What follows belongs to an exercise in optimizing a design on an open flow for small area and a short achievable clock period; a production flow would make more cautious choices.
No run shown here included a check of the RTL's function; only the layout flow was run.
Power figures rest on the tool's default switching activity, not on a simulated workload.

$ cat flow/run.sh
#!/bin/bash
# synth_recipe.tcl (not shown) runs the flow's synth.tcl, then flattens the netlist and writes it again
# the make line also repeats each setting of config.mk as NAME=value (left out here)
make -C /OpenROAD-flow-scripts/flow DESIGN_CONFIG=/design/flow/config.mk WORK_HOME=/design/flow/orfs CLKGATE_MAP_FILE= SYNTH_SCRIPT=/design/flow/synth_recipe.tcl finish
$ cat flow/config.mk
export PLATFORM = sky130hd
export DESIGN_NAME = sparc_alu_reg
export DESIGN_NICKNAME = sparc_alu_reg
export VERILOG_FILES = /design/flow/design.v
export SDC_FILE = /design/flow/constraint.sdc
export NUM_CORES = 8
export LEC_CHECK = 0
export CAP_MARGIN = 20
export CORE_MARGIN = 2
export CORE_UTILIZATION = 40
export SLEW_MARGIN = 20
$ cat flow/constraint.sdc
create_clock -name core_clock -period 400.0 [get_ports {clk}]
set_input_delay 80.0000 -clock core_clock [delete_from_list [all_inputs] [get_ports {clk}]]
set_output_delay 80.0000 -clock core_clock [all_outputs]
set_load 0.01 [all_outputs]
$ cat flow/design.v
module sparc_alu_reg (
    input             clk,
    input      [31:0] valA_in,
    input      [31:0] valB_in,
    input      [1:0]  op_in,
    input      [2:0]  op2_in,
    input      [21:0] imm22_in,
    input      [5:0]  op3_in,
    input             i_in,
    input      [12:0] simm13_in,
    input      [31:0] pc_in,
    input             a_in,
    input      [3:0]  cond_in,
    input      [29:0] disp30_in,
    input      [3:0]  icc_in,
    input      [31:0] y_in,
    output reg [63:0] res_out,
    output reg [31:0] target_out,
    output reg        mux_sel_out,
    output reg [3:0]  icc_out,
    output reg [31:0] y_out,
    output reg        a_out,
    output reg        trap_out
);
    reg [31:0] r_valA, r_valB, r_pc, r_y;
    reg [1:0]  r_op;
    reg [2:0]  r_op2;
    reg [21:0] r_imm22;
    reg [5:0]  r_op3;
    reg        r_i, r_a;
    reg [12:0] r_simm13;
    reg [3:0]  r_cond, r_icc;
    reg [29:0] r_disp30;
    wire [63:0] w_res;
    wire [31:0] w_target, w_y;
    wire        w_mux_sel, w_a, w_trap;
    wire [3:0]  w_icc;
    always @(posedge clk) begin
        r_valA   <= valA_in;
        r_valB   <= valB_in;
        r_op     <= op_in;
        r_op2    <= op2_in;
        r_imm22  <= imm22_in;
        r_op3    <= op3_in;
        r_i      <= i_in;
        r_simm13 <= simm13_in;
        r_pc     <= pc_in;
        r_a      <= a_in;
        r_cond   <= cond_in;
        r_disp30 <= disp30_in;
        r_icc    <= icc_in;
        r_y      <= y_in;
        res_out     <= w_res;
        target_out  <= w_target;
        mux_sel_out <= w_mux_sel;
        icc_out     <= w_icc;
        y_out       <= w_y;
        a_out       <= w_a;
        trap_out    <= w_trap;
    end
    ALU alu (
        .ALU_valA_in(r_valA), .ALU_valB_in(r_valB), .ALU_op_in(r_op),
        .ALU_op2_in(r_op2), .ALU_imm22_in(r_imm22), .ALU_op3_in(r_op3),
        .ALU_i_in(r_i), .ALU_simm13_in(r_simm13), .ALU_res_out(w_res),
        .ALU_PC_in(r_pc), .ALU_a_in(r_a), .ALU_cond_in(r_cond),
        .ALU_rd_in(5'd0), .ALU_disp30_in(r_disp30),
        .ALU_target_address_out(w_target), .ALU_mux_sel_out(w_mux_sel),
        .clk(clk), .reset(1'b0), .ALU_icc_in(r_icc), .ALU_icc_out(w_icc),
        .ALU_Y_in(r_y), .ALU_Y_out(w_y), .ALU_a_out(w_a),
        .ALU_trap_out(w_trap)
    );
endmodule

module alu_fa (input a, input b, input c, output s, output co);
	assign s  = a ^ b ^ c;
	assign co = (a & b) | (a & c) | (b & c);
endmodule
module alu_rca #(parameter W = 32) (
	input  [W-1:0] a,
	input  [W-1:0] b,
	input          ci,
	output [W-1:0] s,
	output         co
);
	wire [W:0] c;
	assign c[0] = ci;
	genvar i;
	generate for (i = 0; i < W; i = i + 1) begin : g
		alu_fa fa (.a(a[i]), .b(b[i]), .c(c[i]), .s(s[i]), .co(c[i+1]));
	end endgenerate
	assign co = c[W];
endmodule
module alu_mul (
	input  [31:0] a,
	input  [31:0] b,
	output [63:0] p
);
	wire [31:0] ppn [0:31];
	genvar i, j;
	generate for (j = 0; j < 32; j = j + 1) begin : pp
		assign ppn[j] = ~(a & {32{b[j]}});
	end endgenerate
	wire [31:0] sn [0:31];
	wire [31:0] cn [0:31];
	wire [63:0] pn;
	assign pn[0] = ppn[0][0];
	assign sn[0] = {1'b1, ppn[0][31:1]};
	assign cn[0] = {32{1'b1}};
	generate for (j = 1; j < 32; j = j + 1) begin : row
		wire [31:0] s, c;
		for (i = 0; i < 32; i = i + 1) begin : col
			alu_fa fa (.a(ppn[j][i]), .b(sn[j-1][i]), .c(cn[j-1][i]), .s(s[i]), .co(c[i]));
		end
		assign pn[j] = s[0];
		assign sn[j] = {1'b1, s[31:1]};
		assign cn[j] = c;
	end endgenerate
	wire con;
	alu_rca #(32) fin (.a(sn[31]), .b(cn[31]), .ci(1'b1), .s(pn[63:32]), .co(con));
	assign p = ~pn;
endmodule
module alu_qsel (input [6:0] est, input [2:0] d, output pos, output s1, output s2);
	logic signed [6:0] tm1, t0, t1, t2;
	always_comb begin
		case (d)
			3'd0: begin tm1 = -7'sd13; t0 = -7'sd5; t1 = 7'sd4; t2 = 7'sd12; end
			3'd1: begin tm1 = -7'sd15; t0 = -7'sd5; t1 = 7'sd4; t2 = 7'sd14; end
			3'd2: begin tm1 = -7'sd16; t0 = -7'sd5; t1 = 7'sd4; t2 = 7'sd15; end
			3'd3: begin tm1 = -7'sd17; t0 = -7'sd5; t1 = 7'sd4; t2 = 7'sd17; end
			3'd4: begin tm1 = -7'sd19; t0 = -7'sd8; t1 = 7'sd6; t2 = 7'sd19; end
			3'd5: begin tm1 = -7'sd20; t0 = -7'sd8; t1 = 7'sd6; t2 = 7'sd20; end
			3'd6: begin tm1 = -7'sd21; t0 = -7'sd8; t1 = 7'sd6; t2 = 7'sd22; end
			default: begin tm1 = -7'sd23; t0 = -7'sd8; t1 = 7'sd6; t2 = 7'sd24; end
		endcase
	end
	wire signed [6:0] e = est;
	wire gm1 = e >= tm1;
	wire g0  = e >= t0;
	wire g1  = e >= t1;
	wire g2  = e >= t2;
	assign pos = g1;
	assign s2  = g2 | ~gm1;
	assign s1  = (g1 & ~g2) | (gm1 & ~g0);
endmodule
module alu_srt_step (
	input  [32:0] si,
	input  [32:0] ci,
	input  [1:0]  nb,     
	input  [31:0] dn,     
	output [32:0] so,
	output [32:0] co,
	output        pos,
	output        s1,
	output        s2
);
	wire [34:0] ys = {si, nb};
	wire [34:0] yc = {ci, 2'b00};
	wire [6:0] est = ys[34:28] + yc[34:28];
	alu_qsel q (.est(est), .d(dn[30:28]), .pos(pos), .s1(s1), .s2(s2));
	wire [32:0] d1 = {1'b0, dn};
	wire [32:0] d2 = {dn, 1'b0};
	wire [32:0] m = ((d1 & {33{s1}}) | (d2 & {33{s2}})) ^ {33{pos}};
	wire [31:0] mj;
	genvar i;
	generate for (i = 0; i < 33; i = i + 1) begin : b
		if (i < 32) begin : f
			alu_fa fa (.a(ys[i]), .b(yc[i]), .c(m[i]), .s(so[i]), .co(mj[i]));
		end else begin : l
			assign so[i] = ys[i] ^ yc[i] ^ m[i];
		end
	end endgenerate
	assign co = {mj, pos};
endmodule
module alu_div (
	input  [63:0] n,
	input  [31:0] d,
	output [31:0] q,
	output [31:0] r
);
	wire z16 = ~|d[31:16];
	wire [31:0] d_1 = z16 ? {d[15:0], 16'b0} : d;
	wire z8 = ~|d_1[31:24];
	wire [31:0] d_2 = z8 ? {d_1[23:0], 8'b0} : d_1;
	wire z4 = ~|d_2[31:28];
	wire [31:0] d_3 = z4 ? {d_2[27:0], 4'b0} : d_2;
	wire z2 = ~|d_3[31:30];
	wire [31:0] d_4 = z2 ? {d_3[29:0], 2'b0} : d_3;
	wire z1 = ~d_4[31];
	wire [31:0] dn = z1 ? {d_4[30:0], 1'b0} : d_4;
	wire [79:0] n_1 = z16 ? {n, 16'b0} : {16'b0, n};
	wire [87:0] n_2 = z8 ? {n_1, 8'b0} : {8'b0, n_1};
	wire [91:0] n_3 = z4 ? {n_2, 4'b0} : {4'b0, n_2};
	wire [93:0] n_4 = z2 ? {n_3, 2'b0} : {2'b0, n_3};
	wire [94:0] nn  = z1 ? {n_4, 1'b0} : {1'b0, n_4};
	wire [32:0] s [0:33];
	wire [32:0] c [0:33];
	wire [32:0] pos, s1, s2;
	assign s[33] = {4'b0, nn[94:66]};
	assign c[33] = 33'b0;
	genvar k;
	generate for (k = 32; k >= 0; k = k - 1) begin : st
		alu_srt_step step (.si(s[k+1]), .ci(c[k+1]), .nb(nn[2*k+1:2*k]), .dn(dn),
			.so(s[k]), .co(c[k]), .pos(pos[k]), .s1(s1[k]), .s2(s2[k]));
	end endgenerate
	wire [32:0] rem = s[0] + c[0];
	wire neg = rem[32];
	wire [31:0] qp, qn;
	generate for (k = 0; k < 16; k = k + 1) begin : qd
		assign qp[2*k+1:2*k] = {pos[k] & s2[k], pos[k] & s1[k]};
		assign qn[2*k+1:2*k] = {~pos[k] & s2[k], ~pos[k] & s1[k]};
	end endgenerate
	assign q = qp + ~qn + {31'b0, ~neg};
	wire [31:0] rc = rem[31:0] + (dn & {32{neg}});
	wire [31:0] r_1 = z1 ? {1'b0, rc[31:1]} : rc;
	wire [31:0] r_2 = z2 ? {2'b0, r_1[31:2]} : r_1;
	wire [31:0] r_3 = z4 ? {4'b0, r_2[31:4]} : r_2;
	wire [31:0] r_4 = z8 ? {8'b0, r_3[31:8]} : r_3;
	assign r = z16 ? {16'b0, r_4[31:16]} : r_4;
endmodule
module ALU
(
	input [31:0] ALU_valA_in,
	input [31:0] ALU_valB_in,
	input [1:0] ALU_op_in,
	input [2:0] ALU_op2_in,
	input [21:0] ALU_imm22_in,
	input [5:0] ALU_op3_in,
	input ALU_i_in,
	input [12:0] ALU_simm13_in,
	output logic [63:0] ALU_res_out,
	input [31:0] ALU_PC_in,
	input ALU_a_in,
	input [3:0] ALU_cond_in,
	input [4:0] ALU_rd_in,
	input [29:0] ALU_disp30_in,
	output logic [31:0] ALU_target_address_out,
	output logic ALU_mux_sel_out,
	input clk, 
	input reset,
	input [3:0] ALU_icc_in,
	output logic [3:0] ALU_icc_out,
	input [31:0] ALU_Y_in,
	output logic [31:0] ALU_Y_out,
	output logic ALU_a_out,
	output logic ALU_trap_out
);
	wire [31:0] A = ALU_valA_in;
	wire [31:0] B = ALU_i_in ? {{19{ALU_simm13_in[12]}}, ALU_simm13_in} : ALU_valB_in;
	wire [31:0] Y = ALU_Y_in;
	wire [5:0] op3 = ALU_op3_in;
	wire [3:0] cond = ALU_cond_in;
	wire [3:0] icc = ALU_icc_in;
	wire f3 = ALU_op_in == 2'b10;
	wire is_call = ALU_op_in == 2'b01;
	wire is_sethi = ALU_op_in == 2'b00 && ALU_op2_in == 3'b100;
	wire is_br = ALU_op_in == 2'b00 && ALU_op2_in == 3'b010;
	wire o_logic = f3 && op3[5] == 1'b0 && op3[3] == 1'b0 && op3[1:0] != 2'b00;
	wire o_logcc = o_logic && op3[4];
	wire o_sub   = f3 && (op3 == 6'b000100 || op3 == 6'b010100 || op3 == 6'b001100 || op3 == 6'b011100 ||
	                      op3 == 6'b100001 || op3 == 6'b100011);
	wire o_usec  = f3 && (op3 == 6'b001000 || op3 == 6'b011000 || op3 == 6'b001100 || op3 == 6'b011100);
	wire o_arcc  = f3 && (op3 == 6'b010000 || op3 == 6'b011000 || op3 == 6'b010100 || op3 == 6'b011100 ||
	                      op3 == 6'b100000 || op3 == 6'b100001 || op3 == 6'b100100);
	wire o_tag   = f3 && (op3 == 6'b100000 || op3 == 6'b100001);
	wire o_tagtv = f3 && (op3 == 6'b100010 || op3 == 6'b100011);
	wire o_mulscc = f3 && op3 == 6'b100100;
	wire o_shift = f3 && (op3 == 6'b100101 || op3 == 6'b100110 || op3 == 6'b100111);
	wire o_umul  = f3 && (op3 == 6'b001010 || op3 == 6'b011010);
	wire o_smul  = f3 && (op3 == 6'b001011 || op3 == 6'b011011);
	wire o_mulcc = f3 && (op3 == 6'b011010 || op3 == 6'b011011);
	wire o_udiv  = f3 && (op3 == 6'b001110 || op3 == 6'b011110);
	wire o_sdiv  = f3 && (op3 == 6'b001111 || op3 == 6'b011111);
	wire o_udivcc = f3 && op3 == 6'b011110;
	wire o_sdivcc = f3 && op3 == 6'b011111;
	wire o_jmpl  = f3 && op3 == 6'b111000;
	wire o_rdy   = f3 && op3 == 6'b101000;
	wire o_wry   = f3 && op3 == 6'b110000;
	wire o_trap  = f3 && op3 == 6'b111010;
	wire [31:0] ax = o_mulscc ? {1'b0, A[31:1]} : A;
	wire [31:0] bx = o_mulscc ? (B & {32{Y[0]}}) : B;
	wire cuse = o_usec & icc[0];
	wire [31:0] sum;
	wire cout;
	alu_rca #(32) add (.a(ax), .b(bx ^ {32{o_sub}}), .ci(cuse ^ o_sub), .s(sum), .co(cout));
	wire r32 = cout ^ o_sub;   
	wire [63:0] res_add = {{31{o_sub & r32}}, r32, sum};
	wire [31:0] bl = B ^ {32{op3[2]}};
	wire [31:0] lres = op3[1:0] == 2'b01 ? (A & bl) : op3[1:0] == 2'b10 ? (A | bl) : (A ^ bl);
	wire lhi = op3[2] & op3[1];   
	wire [63:0] res_log = {{32{lhi}}, lres};
	wire [4:0] sh = B[4:0];
	wire left = op3[1:0] == 2'b01;
	wire [4:0] ramt = left ? (~sh + 5'd1) : sh;
	wire [31:0] rt1 = ramt[0] ? {A[0], A[31:1]} : A;
	wire [31:0] rt2 = ramt[1] ? {rt1[1:0], rt1[31:2]} : rt1;
	wire [31:0] rt3 = ramt[2] ? {rt2[3:0], rt2[31:4]} : rt2;
	wire [31:0] rt4 = ramt[3] ? {rt3[7:0], rt3[31:8]} : rt3;
	wire [31:0] rot = ramt[4] ? {rt4[15:0], rt4[31:16]} : rt4;
	wire [31:0] ge;    
	genvar gi;
	generate for (gi = 0; gi < 32; gi = gi + 1) begin : thermo
		assign ge[gi] = gi >= sh;
	end endgenerate
	wire [31:0] ger;
	generate for (gi = 0; gi < 32; gi = gi + 1) begin : thermor
		assign ger[gi] = ge[31-gi];
	end endgenerate
	wire sgn = op3[0] & A[31];   
	wire [63:0] res_sh = left ? {rot & ~ge, rot & ge} :
	                     {{32{sgn}}, (rot & ger) | ({32{sgn}} & ~ger)};
	wire [63:0] prod;
	alu_mul mul (.a(A), .b(B), .p(prod));
	wire [31:0] dq, dr;
	alu_div div (.n({Y, A}), .d(B), .q(dq), .r(dr));
	wire [32:0] qr = {1'b0, dq} + {1'b0, dr};
	wire sat = qr[32] && dr == B - 32'd1;
	wire [31:0] udq = sat ? 32'hffffffff : dq;
	always_comb begin
		ALU_res_out = res_add;
		if (is_call || o_jmpl) ALU_res_out = {32'b0, ALU_PC_in};
		if (is_sethi) ALU_res_out = {32'b0, ALU_imm22_in, 10'b0};
		if (o_logic) ALU_res_out = res_log;
		if (o_shift) ALU_res_out = res_sh;
		if (o_umul) ALU_res_out = prod;
		if (o_smul) ALU_res_out = {{32{prod[31]}}, prod[31:0]};
		if (o_udiv) ALU_res_out = {32'b0, udq};
		if (o_sdiv) ALU_res_out = {32'b0, dq};
		if (o_rdy) ALU_res_out = {32'b0, Y};
		if (o_wry) ALU_res_out = {A ^ B, 32'b0};
		if (o_trap) ALU_res_out = 64'b0;
	end
	wire zadd = ~r32 & ~|sum;
	wire ovf = ~(A[31] ^ B[31] ^ o_sub) & (A[31] ^ sum[31]);
	wire tag = A[0] | A[1] | B[0] | B[1];
	always_comb begin
		ALU_icc_out = icc;
		if (o_logcc) ALU_icc_out[2] = ~lhi & ~|lres;
		if (o_arcc) ALU_icc_out = {sum[31], zadd, ovf | (o_tag & tag), r32};
		if (o_tagtv && !(tag || ovf)) ALU_icc_out = {sum[31], zadd, 1'b0, r32};
		if (o_mulcc) ALU_icc_out = {prod[31], ~|prod[31:0], 2'b00};
		if (o_udivcc) ALU_icc_out = {udq[31], ~|udq, sat, 1'b0};
		if (o_sdivcc) ALU_icc_out = {dq[31], ~|dq, 2'b00};
	end
	assign ALU_Y_out = o_mulscc ? {A[0], Y[31:1]} : Y;
	wire cn = icc[3], cz = icc[2], cv = icc[1], cc = icc[0];
	logic base;
	always_comb begin
		case (cond[2:0])
			3'd0: base = 1'b0;
			3'd1: base = cz;
			3'd2: base = cz | (cn ^ cv);
			3'd3: base = cn ^ cv;
			3'd4: base = cc | cz;
			3'd5: base = cc;
			3'd6: base = cn;
			default: base = cv;
		endcase
	end
	wire take = base ^ cond[3];
	wire ttake = cond == 4'b0100 ? (cc | cz | cn) : cond == 4'b0110 ? 1'b0 : take;
	wire [29:0] off = is_call ? ALU_disp30_in : {{8{ALU_imm22_in[21]}}, ALU_imm22_in};
	wire [29:0] pct;
	wire pcc;
	alu_rca #(30) tadd (.a(ALU_PC_in[31:2]), .b(off), .ci(1'b0), .s(pct), .co(pcc));
	assign ALU_target_address_out = o_jmpl ? sum : (is_call || is_br) ? {pct, ALU_PC_in[1:0]} : 32'b0;
	assign ALU_mux_sel_out = is_call | o_jmpl | (is_br & take);
	assign ALU_a_out = ALU_a_in & ~is_call & ~(is_br & take & (cond[2:0] != 3'b000));
	assign ALU_trap_out = o_trap & ttake;
endmodule
==> results of run 1 <==
[per-layer routing]
layer,GRT usage (%),wire [um],up-vias
met2,49.0,217000,7214
li1,-,-,45400
met5,0,356,-
met3,14.6,82800,1108
met4,15.6,29300,48
met1,52.8,239000,54500
[layout make-up]
cell class,instances,area (um^2),area share [%]
clock inverters,20,283,0.218
inverters,1265,4760,3.67
multi-input cells,11000,104000,80.3
flip-flops and latches,349,6990,5.40
diodes,63,158,0.122
clock buffers,42,932,0.720
repair buffers,866,7430,5.74
well taps,3939,4930,3.81
[through the flow]
stage / hold slack [ns] / std cells
4_1_cts: 0.464 / 17500
6_report: 0.461 / 17500
3_3_place_gp: 0.447 / 17400
5_1_grt: 0.472 / 17500
3_5_place_dp: 0.452 / 17400
2_1_floorplan: 0.425 / 13700
[state kept, by name (all words and copies together) (netlist names)]
name and cells:
r_valB 32, r_icc 4, r_imm22 22, r_op 2
a_out 1, res_out 64, r_a 1, r_i 1
mux_sel_out 1, y_out 32, r_disp30 30, icc_out 4
r_simm13 13, r_y 32, r_op2 3, r_pc 32
target_out 32, r_valA 32, r_cond 4, r_op3 6
trap_out 1
[layout by cell type (no fill, tap or decap), types with 26 or more instances in the layout]
master | netlist | routed
nor4_1 | 48 | 44
dfxtp_1 | 349 | 345
a211oi_1 | 66 | 64
o211ai_1 | 68 | 68
o22ai_1 | 829 | 828
nand2_1 | 1108 | 1099
buf_4 | 43 | 511
nor3_1 | 98 | 94
a21oi_1 | 572 | 549
a21o_1 | 211 | 208
o21a_1 | 39 | 33
nand4_1 | 35 | 35
o221ai_1 | 44 | 44
ha_1 | 936 | 936
clkbuf_16 | 0 | 35
nand2b_1 | 148 | 146
clkdlybuf4s50_1 | 0 | 349
mux2_2 | 82 | 82
diode_2 | 0 | 63
o21ai_0 | 448 | 436
inv_1 | 1233 | 1228
and3_1 | 50 | 48
mux2i_1 | 397 | 370
nor2_1 | 1114 | 1090
nor2b_1 | 103 | 99
o311ai_0 | 33 | 27
and2_1 | 153 | 151
xor2_1 | 268 | 264
xnor2_1 | 1181 | 1171
a22oi_1 | 259 | 258
a31oi_1 | 71 | 70
nand3_1 | 84 | 83
fa_1 | 2011 | 2011
or3_1 | 28 | 27
o21bai_1 | 77 | 77
a2111oi_0 | 33 | 26
o21ai_1 | 35 | 26
a211o_1 | 56 | 55
[logic make-up (layout without fill, tap and decap cells)]
logic type	after synthesis	count (layout)	synth area share, %
buffers and inverters	2336	2193	7.60
XOR/XNOR	1464	1464	10.9
AO/OA/AOI/OAI	3012	3012	16.3
adder cells (fa/ha/maj)	2947	2947	43.7
flip-flops	349	349	5.88
other	0	63	0
multiplexers	486	486	4.23
AND/OR/NAND/NOR	3061	3061	11.4
==> flow_summary_export.csv, run 1 <==
group,metric,value,unit
outcome,status,"no timing/DRC/antenna violations",
critical_path,crit_path_end_kind,"register",
placed_design,place_congestion,1.10,
final_layout,n_fill_cell,29600,
global_route,grt_pass1_wl,800,mm
placed_design,dpl.hpwl,461,mm
pwr,clkPwrFrac,0,%
critical_path,cpLargestDelayFamily,"compound AO/OA/AOI/OAI gates",
yosys,synth_cell_types,112,
sta,finalHoldViolations,0,
critical_path,critPathMaxStageDelay,0.97,ns
clock_network,clock_sinks,349,
sta,worst_pin_slew,1.36,ns
global_route,antenna_found_initial,77,
clock_network,clk_latency,0.66,ns
critical_path,ff2ff_path_depth,637,
hold_path,min_to,"a_out$_DFF_P_",
job,cap_violations,0,
yosys,synth_ff_type,"dfxtp_1",
pwr,p_seq_share,0,%
yosys,ys_warn_count,5,
sta,final.setup.tns,0,ns
die,dieArea,302000,um^2
pwr,switching_share,59.9,%
sta,fin_skew,0.0552,ns
pwr,power,1.24,W
sta,fmax,0.00639,GHz
yosys,syn_nets,16800,
critical_path,cp_common_cell,"a21oi_1",
clock_network,cts_root_buffer,"clkbuf_16",
clock_network,post_cts_resized,0,
yosys,synth-seq-area-share,5.88,%
final_layout,final_nets,16600,
die,rows,200,
drt,via_count,108000,
drt,drc,0,
yosys,async_flop_share,0,%
die,core,296000,um^2
drt,vias_per_cell,6.19,
pwr,ir_worst_vdd,0.00593,V
pwr,p_comb,1.24,W
pwr,power-per-cell-area,9610,nW/um^2
placed_design,post-place-ws,246.39,ns
yosys,synth.most_common_cell,"fa_1",
critical_path,r2r_slack,243.41,ns
sta,rsz0062_at_grt,"false",
clock_network,cts_setup_buffers,0,
clock_network,hold_buffers,0,
pwr,powerSeq,0.0000571,W
placed_design,port_buffers,349,
die,io_pins,350,
drt,wire_per_inst,32.4,um
sta,layout_setup_ws,243.41,ns
yosys,synth_top_cell_by_area,"fa_1",
critical_path,slowest_stage,"and3_2",
sta,fin_crit,156.59,ns
die,die_w,549,um
critical_path,critPathBufInv,89,
critical_path,startpoint,"r_i$_DFF_P_",
clock_network,cts_buffers,35,
clock_network,clock_path_buffers,3,
final_layout,drive_gt1_share,6.81,%
pwr,combPwrFrac,100.0,%
die,initial_utilization,40.1,%
critical_path,cp.arrival,157.14,ns
final_layout,utilization,43.7,%
pwr,pwr.group.clock,0.0000373,W
critical_path,critPathCapture,"res_out[25]$_SDFF_PP0_",
critical_path,rr_startpoint,"r_i$_DFF_P_",
yosys,synth_commonest_cells,"fa_1 (2,011), inv_1 (1,233), xnor2_1 (1,181)",
yosys,synthTopCellsByArea,"fa_1 (34%), ha_1 (9.9%), xnor2_1 (8.7%), dfxtp_1 (5.9%), o22ai_1 (4.4%)",
yosys,synth-seq-cells,349,
sta,maxSlewHeadroom,8.96,%
global_route,grt_overflow,0,
clock_network,h-tree-depth,2,
drt,dr.pass1.iters,9,
pwr,top_power_group,"combinational logic",
clock_network,cts_tree,"built",
final_layout,syn2layout_area_growth,8.96,%
global_route,track_usage,37.1,%
final_layout,final_area,129000,um^2
placed_design,postPlaceCellArea,128000,um^2
critical_path,crit_fanout,55,
critical_path,path_class,"reg2reg",
drt,wirelength,568,mm
drt,ant_nets,0,
hold_path,min_from,"r_a$_DFF_P_",
yosys,netlist_area,119000,um^2
yosys,syn-instance-count,13700,
hold_path,hold_class,"reg2reg",
yosys,syn_area_per_cell,8.70,um^2
critical_path,critical_path.startpoint_type,"register",
sta,period_share,39.1,%
pwr,p_leak,55.3,nW
critical_path,cp.depth,637,
global_route,first_global_vias,104000,
hold_path,hold_depth,1,
yosys,synth_edf_count,0,
sta,slew_viol_final,0,
pwr,internal_power,0.498,W
critical_path,reg2reg_to,"res_out[25]$_SDFF_PP0_",
die,die_h,549,um
pwr,p_sw,0.746,W
global_route,grt_max_degree,125,
drt,dr.first_iter.drc_count,15200,
sta,setup_viol,0,
yosys,synth_top_area_share,33.9,%
clock_network,clkTransAtPathRegs,0.08,ns
critical_path,required,400.55,ns
==> run 2: changes to the inputs <==
--- a/flow/design.v
+++ b/flow/design.v
@@ -119,57 +119,99 @@
 	alu_rca #(32) fin (.a(sn[31]), .b(cn[31]), .ci(1'b1), .s(pn[63:32]), .co(con));
 	assign p = ~pn;
 endmodule
-module alu_qsel (input [6:0] est, input [2:0] d, output pos, output s1, output s2);
-	logic signed [6:0] tm1, t0, t1, t2;
-	always_comb begin
-		case (d)
-			3'd0: begin tm1 = -7'sd13; t0 = -7'sd5; t1 = 7'sd4; t2 = 7'sd12; end
-			3'd1: begin tm1 = -7'sd15; t0 = -7'sd5; t1 = 7'sd4; t2 = 7'sd14; end
-			3'd2: begin tm1 = -7'sd16; t0 = -7'sd5; t1 = 7'sd4; t2 = 7'sd15; end
-			3'd3: begin tm1 = -7'sd17; t0 = -7'sd5; t1 = 7'sd4; t2 = 7'sd17; end
-			3'd4: begin tm1 = -7'sd19; t0 = -7'sd8; t1 = 7'sd6; t2 = 7'sd19; end
-			3'd5: begin tm1 = -7'sd20; t0 = -7'sd8; t1 = 7'sd6; t2 = 7'sd20; end
-			3'd6: begin tm1 = -7'sd21; t0 = -7'sd8; t1 = 7'sd6; t2 = 7'sd22; end
-			default: begin tm1 = -7'sd23; t0 = -7'sd8; t1 = 7'sd6; t2 = 7'sd24; end
-		endcase
-	end
-	wire signed [6:0] e = est;
-	wire gm1 = e >= tm1;
-	wire g0  = e >= t0;
-	wire g1  = e >= t1;
-	wire g2  = e >= t2;
-	assign pos = g1;
-	assign s2  = g2 | ~gm1;
-	assign s1  = (g1 & ~g2) | (gm1 & ~g0);
+module alu_qsel (input [7:0] est, input [7:0] ds, output qp1, output qp2, output qn1, output qn2);
+	function automatic ge8(input [7:0] x, input [7:0] c);
+		logic r;
+		integer i;
+		begin
+			r = 1'b1;
+			for (i = 0; i < 8; i = i + 1)
+				if (c[i] ^ (i == 7)) r = (x[i] ^ (i == 7)) & r;
+				else r = (x[i] ^ (i == 7)) | r;
+			ge8 = r;
+		end
+	endfunction
+	wire gm1 = (ds[0] & ge8(est, 8'd230)) | (ds[1] & ge8(est, 8'd226)) | (ds[2] & ge8(est, 8'd224)) | (ds[3] & ge8(est, 8'd220)) | (ds[4] & ge8(est, 8'd216)) | (ds[5] & ge8(est, 8'd216)) | (ds[6] & ge8(est, 8'd212)) | (ds[7] & ge8(est, 8'd208));
+	wire g0 = (ds[0] & ge8(est, 8'd248)) | (ds[1] & ge8(est, 8'd244)) | (ds[2] & ge8(est, 8'd244)) | (ds[3] & ge8(est, 8'd244)) | (ds[4] & ge8(est, 8'd244)) | (ds[5] & ge8(est, 8'd244)) | (ds[6] & ge8(est, 8'd244)) | (ds[7] & ge8(est, 8'd240));
+	wire g1 = (ds[0] & ge8(est, 8'd8)) | (ds[1] & ge8(est, 8'd8)) | (ds[2] & ge8(est, 8'd8)) | (ds[3] & ge8(est, 8'd8)) | (ds[4] & ge8(est, 8'd12)) | (ds[5] & ge8(est, 8'd12)) | (ds[6] & ge8(est, 8'd12)) | (ds[7] & ge8(est, 8'd12));
+	wire g2 = (ds[0] & ge8(est, 8'd24)) | (ds[1] & ge8(est, 8'd28)) | (ds[2] & ge8(est, 8'd30)) | (ds[3] & ge8(est, 8'd32)) | (ds[4] & ge8(est, 8'd36)) | (ds[5] & ge8(est, 8'd40)) | (ds[6] & ge8(est, 8'd40)) | (ds[7] & ge8(est, 8'd44));
+	assign qp2 = g2;
+	assign qp1 = g1 & ~g2;
+	assign qn1 = gm1 & ~g0;
+	assign qn2 = ~gm1;
+endmodule
+module alu_add8 (input [7:0] a, input [7:0] b, output [7:0] s);
+	wire [7:0] p = a ^ b;
+	wire [7:0] P1, G1, P2, G2, P3, G3;
+	genvar i;
+	generate for (i = 0; i < 8; i = i + 1) begin : l
+		if (i % 2 == 1) begin : o1
+			assign P1[i] = p[i] & p[i-1];
+			assign G1[i] = p[i] ? a[i-1] : a[i];
+		end else begin : e1
+			assign P1[i] = p[i];
+			assign G1[i] = a[i];
+		end
+		if (i % 4 >= 2) begin : o2
+			assign P2[i] = P1[i] & P1[(i/4)*4+1];
+			assign G2[i] = P1[i] ? G1[(i/4)*4+1] : G1[i];
+		end else begin : e2
+			assign P2[i] = P1[i];
+			assign G2[i] = G1[i];
+		end
+		if (i >= 4) begin : o3
+			assign P3[i] = P2[i] & P2[3];
+			assign G3[i] = P2[i] ? G2[3] : G2[i];
+		end else begin : e3
+			assign P3[i] = P2[i];
+			assign G3[i] = G2[i];
+		end
+	end endgenerate
+	wire [7:0] c = {~P3[6:0] & G3[6:0], 1'b0};
+	assign s = p ^ c;
 endmodule
 module alu_srt_step (
-	input  [32:0] si,
-	input  [32:0] ci,
+	input  [7:0]  ti,
+	input  [24:0] si,
+	input  [24:0] ci,
+	input         ei,
 	input  [1:0]  nb,     
-	input  [31:0] dn,     
-	output [32:0] so,
-	output [32:0] co,
-	output        pos,
-	output        s1,
-	output        s2
+	input  [31:0] dn,
+	input  [31:0] dnb,    
+	input  [7:0]  ds,
+	output [7:0]  to,
+	output [24:0] so,
+	output [24:0] co,
+	output        eo,
+	output        qp1, qp2, qn1, qn2
 );
-	wire [34:0] ys = {si, nb};
-	wire [34:0] yc = {ci, 2'b00};
-	wire [6:0] est = ys[34:28] + yc[34:28];
-	alu_qsel q (.est(est), .d(dn[30:28]), .pos(pos), .s1(s1), .s2(s2));
-	wire [32:0] d1 = {1'b0, dn};
-	wire [32:0] d2 = {dn, 1'b0};
-	wire [32:0] m = ((d1 & {33{s1}}) | (d2 & {33{s2}})) ^ {33{pos}};
-	wire [31:0] mj;
+	alu_qsel q (.est(ti), .ds(ds), .qp1(qp1), .qp2(qp2), .qn1(qn1), .qn2(qn2));
+	wire [26:0] ys = {si, nb};
+	wire [26:0] yc = {ci, 2'b00};
+	wire [32:0] d1 = {1'b0, dn}, d1b = {1'b1, dnb};
+	wire [32:0] d2 = {dn, 1'b0}, d2b = {dnb, 1'b1};
+	wire [32:0] m = (d1b & {33{qp1}}) | (d1 & {33{qn1}}) | (d2b & {33{qp2}}) | (d2 & {33{qn2}});
+	wire [24:0] mj;
 	genvar i;
-	generate for (i = 0; i < 33; i = i + 1) begin : b
-		if (i < 32) begin : f
-			alu_fa fa (.a(ys[i]), .b(yc[i]), .c(m[i]), .s(so[i]), .co(mj[i]));
-		end else begin : l
-			assign so[i] = ys[i] ^ yc[i] ^ m[i];
-		end
+	generate for (i = 0; i < 25; i = i + 1) begin : b
+		alu_fa fa (.a(ys[i]), .b(yc[i]), .c(m[i]), .s(so[i]), .co(mj[i]));
+	end endgenerate
+	assign co = {mj[23:0], qp1 | qp2};
+	assign eo = mj[24];
+	wire [2:0] p = ys[26:25] + yc[26:25];
+	wire v1 = ei & p[2], v0 = ei ^ p[2];
+	wire [6:0] ic;
+	wire [5:0] ui;
+	assign ic[0] = v0;
+	assign ui[0] = ti[0] ^ v0;
+	assign ic[1] = (ti[0] & v0) | v1;
+	genvar j;
+	generate for (j = 1; j < 6; j = j + 1) begin : inc
+		assign ui[j] = ti[j] ^ ic[j];
+		assign ic[j+1] = ti[j] & ic[j];
 	end endgenerate
-	assign co = {mj, pos};
+	wire [7:0] u = {ui, p[1:0]};
+	alu_add8 ta (.a(u), .b(m[32:25]), .s(to));
 endmodule
 module alu_div (
 	input  [63:0] n,
@@ -187,27 +229,34 @@
 	wire [31:0] d_4 = z2 ? {d_3[29:0], 2'b0} : d_3;
 	wire z1 = ~d_4[31];
 	wire [31:0] dn = z1 ? {d_4[30:0], 1'b0} : d_4;
+	wire [31:0] dnb = ~dn;
+	wire [7:0] ds = 8'b1 << dn[30:28];
 	wire [79:0] n_1 = z16 ? {n, 16'b0} : {16'b0, n};
 	wire [87:0] n_2 = z8 ? {n_1, 8'b0} : {8'b0, n_1};
 	wire [91:0] n_3 = z4 ? {n_2, 4'b0} : {4'b0, n_2};
 	wire [93:0] n_4 = z2 ? {n_3, 2'b0} : {2'b0, n_3};
 	wire [94:0] nn  = z1 ? {n_4, 1'b0} : {1'b0, n_4};
-	wire [32:0] s [0:33];
-	wire [32:0] c [0:33];
-	wire [32:0] pos, s1, s2;
-	assign s[33] = {4'b0, nn[94:66]};
-	assign c[33] = 33'b0;
+	wire [7:0]  t [0:33];
+	wire [24:0] s [0:33];
+	wire [24:0] c [0:33];
+	wire [33:0] e;
+	wire [32:0] qp1, qp2, qn1, qn2;
+	assign t[33] = {4'b0, nn[94:91]};
+	assign s[33] = nn[90:66];
+	assign c[33] = 25'b0;
+	assign e[33] = 1'b0;
 	genvar k;
 	generate for (k = 32; k >= 0; k = k - 1) begin : st
-		alu_srt_step step (.si(s[k+1]), .ci(c[k+1]), .nb(nn[2*k+1:2*k]), .dn(dn),
-			.so(s[k]), .co(c[k]), .pos(pos[k]), .s1(s1[k]), .s2(s2[k]));
+		alu_srt_step step (.ti(t[k+1]), .si(s[k+1]), .ci(c[k+1]), .ei(e[k+1]), .nb(nn[2*k+1:2*k]),
+			.dn(dn), .dnb(dnb), .ds(ds), .to(t[k]), .so(s[k]), .co(c[k]), .eo(e[k]),
+			.qp1(qp1[k]), .qp2(qp2[k]), .qn1(qn1[k]), .qn2(qn2[k]));
 	end endgenerate
-	wire [32:0] rem = s[0] + c[0];
+	wire [32:0] rem = {t[0], s[0]} + {7'b0, e[0], c[0]};
 	wire neg = rem[32];
 	wire [31:0] qp, qn;
 	generate for (k = 0; k < 16; k = k + 1) begin : qd
-		assign qp[2*k+1:2*k] = {pos[k] & s2[k], pos[k] & s1[k]};
-		assign qn[2*k+1:2*k] = {~pos[k] & s2[k], ~pos[k] & s1[k]};
+		assign qp[2*k+1:2*k] = {qp2[k], qp1[k]};
+		assign qn[2*k+1:2*k] = {qn2[k], qn1[k]};
 	end endgenerate
 	assign q = qp + ~qn + {31'b0, ~neg};
 	wire [31:0] rc = rem[31:0] + (dn & {32{neg}});
--- a/flow/config.mk
+++ b/flow/config.mk
@@ -5,6 +5,7 @@
 export SDC_FILE = /design/flow/constraint.sdc
 export NUM_CORES = 8
 export LEC_CHECK = 0
+export ABC_AREA = 1
 export CAP_MARGIN = 20
 export CORE_MARGIN = 2
 export CORE_UTILIZATION = 40
==> run 2 against run 1 <==
Effect of this change:
- first-iteration DRC count up 42%
- combinational power grew 22%
- design area increased by 9.5%
- highest routed layer unchanged
- power up 21%
- via count up 29%
- count of clock-buffer cells in the layout increased by 11
- synthesized cell count increased by 42%
- sequential cell count stayed put
- utilization fell by 2.0 points
- clock skew rose by 0.0024 ns
- synthesized area increased by 15%
- still clean on timing, DRC and antenna
- critical endpoint is now res_out[11]$_SDFF_PP0_
- register-to-register slack better by 59 ns
==> flow_summary_export.csv, run 2 <==
group,metric,value,unit
clock_network,cts_setup_buffers,0,
drt,dr.first_iter.drc_count,21600,
pwr,switching_share,66.0,%
hold_path,hold_depth,2,
pwr,p_seq_share,0,%
outcome,status,"no timing/DRC/antenna violations",
final_layout,top_register,"res_out",
placed_design,port_buffers,349,
final_layout,final_cell_mix,"nand2_1 (4,579), inv_1 (1,973), fa_1 (1,824)",
critical_path,required,400.43,ns
placed_design,dpl.hpwl,573,mm
yosys,synthTopCellsByArea,"fa_1 (27%), nand2_1 (13%), o21ai_0 (6.5%), inv_1 (5.5%), dfxtp_1 (5.1%)",
yosys,synth_top_family_by_area,"adder cells",
yosys,syn-instance-count,19400,
final_layout,final_common_cell,"nand2_1",
critical_path,startpoint,"r_i$_DFF_P_",
global_route,track_usage,40.5,%
sta,fin_hold_ws,0.439,ns
sta,worst_pin_slew,1.40,ns
pwr,combPwrFrac,100.0,%
clock_network,clk_latency,0.65,ns
final_layout,largest_reg_flops,64,
clock_network,h-tree-depth,2,
clock_network,cts_buffers,37,
global_route,antenna_found_initial,100,
sta,period_share,24.4,%
final_layout,drive_gt1_share,14.8,%
clock_network,hold_buffers,0,
yosys,synth_ff_type,"dfxtp_1",
clock_network,clkTransAtPathRegs,0.06,ns
pwr,power-per-cell-area,10600,nW/um^2
pwr,p_leak,65.9,nW
sta,setup_viol,0,
critical_path,critPathCapture,"res_out[11]$_SDFF_PP0_",
final_layout,final_nets,21500,
global_route,grt_max_degree,152,
clock_network,post_cts_resized,0,
drt,via_count,140000,
yosys,ys_warn_count,5,
global_route,grt_overflow,0,
critical_path,rr_startpoint,"r_i$_DFF_P_",
critical_path,ff2ff_path_depth,654,
die,initial_utilization,40.2,%
sta,fmax,0.0102,GHz
yosys,synth_edf_count,0,
die,io_pins,350,
drt,ant_nets,0,
pwr,top_power_group,"combinational logic",
yosys,synth.most_common_cell,"nand2_1",
yosys,synth_cell_types,107,
sta,slew_viol_final,0,
placed_design,place_congestion,1.14,
final_layout,n_fill_cell,36000,
sta,rsz0062_at_grt,"false",
die,rows,214,
final_layout,layout.area.seq,6990,um^2
critical_path,crit_path_end_kind,"register",
drt,wire_per_inst,30.5,um
global_route,grt_pass1_wl,998,mm
drt,vias_per_cell,5.95,
clock_network,clock_path_buffers,3,
sta,finalHoldViolations,0,
clock_network,cts_tree,"built",
critical_path,cp_common_cell,"nand2_1",
job,cap_violations,0,
yosys,syn_area_per_cell,7.05,um^2
critical_path,cp.arrival,98.07,ns
critical_path,reg2reg_to,"res_out[11]$_SDFF_PP0_",
critical_path,slowest_stage,"dfxtp_1",
sta,maxSlewHeadroom,6.47,%
critical_path,cp.depth,654,
sta,final.setup.tns,0,ns
critical_path,crit_fanout,76,
final_layout,syn2layout_area_growth,3.65,%
die,die_h,589,um
yosys,synthAdderAreaFrac,31.6,%
pwr,p_comb,1.51,W
yosys,netlist_area,137000,um^2
drt,wirelength,719,mm
critical_path,r2r_slack,302.36,ns
die,dieArea,347000,um^2
yosys,synth_simple_gate_area_share,31.2,%
yosys,synth_top_area_share,26.7,%
global_route,first_global_vias,128000,
critical_path,critical_path.startpoint_type,"register",
pwr,ir_worst_vdd,0.0134,V
sta,fin_crit,97.64,ns
pwr,p_sw,0.994,W
clock_network,clock_sinks,349,
critical_path,critPathMaxStageDelay,1.01,ns
clock_network,cts_root_buffer,"clkbuf_16",
die,core,340000,um^2
hold_path,min_to,"a_out$_DFF_P_",
yosys,synth_commonest_cells,"nand2_1 (4,580), inv_1 (1,991), fa_1 (1,824)",
hold_path,min_from,"r_a$_DFF_P_",
pwr,pwr.group.clock,0.0000367,W
drt,dr.pass1.iters,10,
yosys,synth_compound_area_share,16.3,%
yosys,synth_top_cell_by_area,"fa_1",
yosys,synth_xor_area_share,1.99,%
yosys,synth-seq-area-share,5.11,%
sta,fin_skew,0.0576,ns
critical_path,path_class,"reg2reg",
critical_path,critPathBufInv,74,
pwr,internal_power,0.512,W
hold_path,hold_class,"reg2reg",
yosys,synth_mux_area_share,0.0439,%
yosys,syn_nets,22000,
yosys,async_flop_share,0,%
final_layout,multi_input_area,112000,um^2
yosys,synth-seq-cells,349,
pwr,clkPwrFrac,0,%
die,die_w,589,um
drt,drc,0,
critical_path,cpLargestDelayFamily,"simple AND/OR/NAND/NOR gates",
pwr,powerSeq,0.0000458,W
## run 2: changes by cell type in the layout (fill, tap and decap cells not counted), sizes merged, moves of 718 or more
cell / change
o22ai: -718
xnor2: -1109
o21ai: +1589
nand2: +4631
nand3: +915
inv: +1026
## run 2: cell families after synthesis
family,count (synthesis)
buffers and inverters,3670
DFF,349
xor gates and xnor gates,284
AOI/OAI and AO/OA,3758
adders and majority gates,2360
muxes,6
and+or+nand+nor,8974
## run 2: routing by layer
layer | global-route usage, % | share of wire (%)
met4 | 18.3 | 5.4
met5 | 2.13 | 0.22
met3 | 17.3 | 16
met1 | 56.0 | 41
met2 | 53.4 | 38
## run 2: cell type report
cell class	count	area share (%)
Multi-Input combinational cell	15400	78.7
Clock inverter	15	0.129
Antenna cell	67	0.118
Tap cell	4536	4.00
Timing Repair Buffer	793	4.86
Inverter	2354	6.46
Sequential cell	349	4.93
Clock buffer	53	0.759
## run 2: stage by stage
step           setup slack (ns)  total power [W]  cell area, um^2  util [%]  std cells
6_report                 302.36             1.51           142000      41.7      23500
5_1_grt                  293.65             1.55           142000      41.7      23500
4_1_cts                  304.50             1.52           142000      41.7      23500
3_5_place_dp             304.72             1.52           140000      41.3      23400
3_3_place_gp             304.89             1.51           140000      41.3      23400
2_1_floorplan            319.67             1.92           137000         -      19400

port drivers added, routing unchanged:
The flow's constraints put no driver on any port. The routed layouts listed below were extracted and timed again, unchanged, in two steps.
Step 1 (the two cells are an assumption about what drives the block):
set clk [get_ports {clk}]
set_driving_cell -lib_cell sky130_fd_sc_hd__clkbuf_16 $clk
set_driving_cell -lib_cell sky130_fd_sc_hd__buf_2 [delete_from_list [all_inputs] $clk]
Step 2, shift: input delay + t, output delay - t, t = (earliest + latest rising clock arrival at the registers) / 2. This alone moves slack from input paths to output paths.
Three values: ideal, step 1, step 2; two values: the first two.
| run | shift t [ns] | slack for setup (ns) | latest minus earliest clock arrival (ns) |
|---|---|---|---|
| run 1 | 0.686 | 243.406 / 243.406 / 243.406 | 0.055 / 0.055 |
| run 2 | 0.710 | 302.364 / 302.364 / 302.364 | 0.059 / 0.059 |
After both steps setup and hold are still met in every run listed.
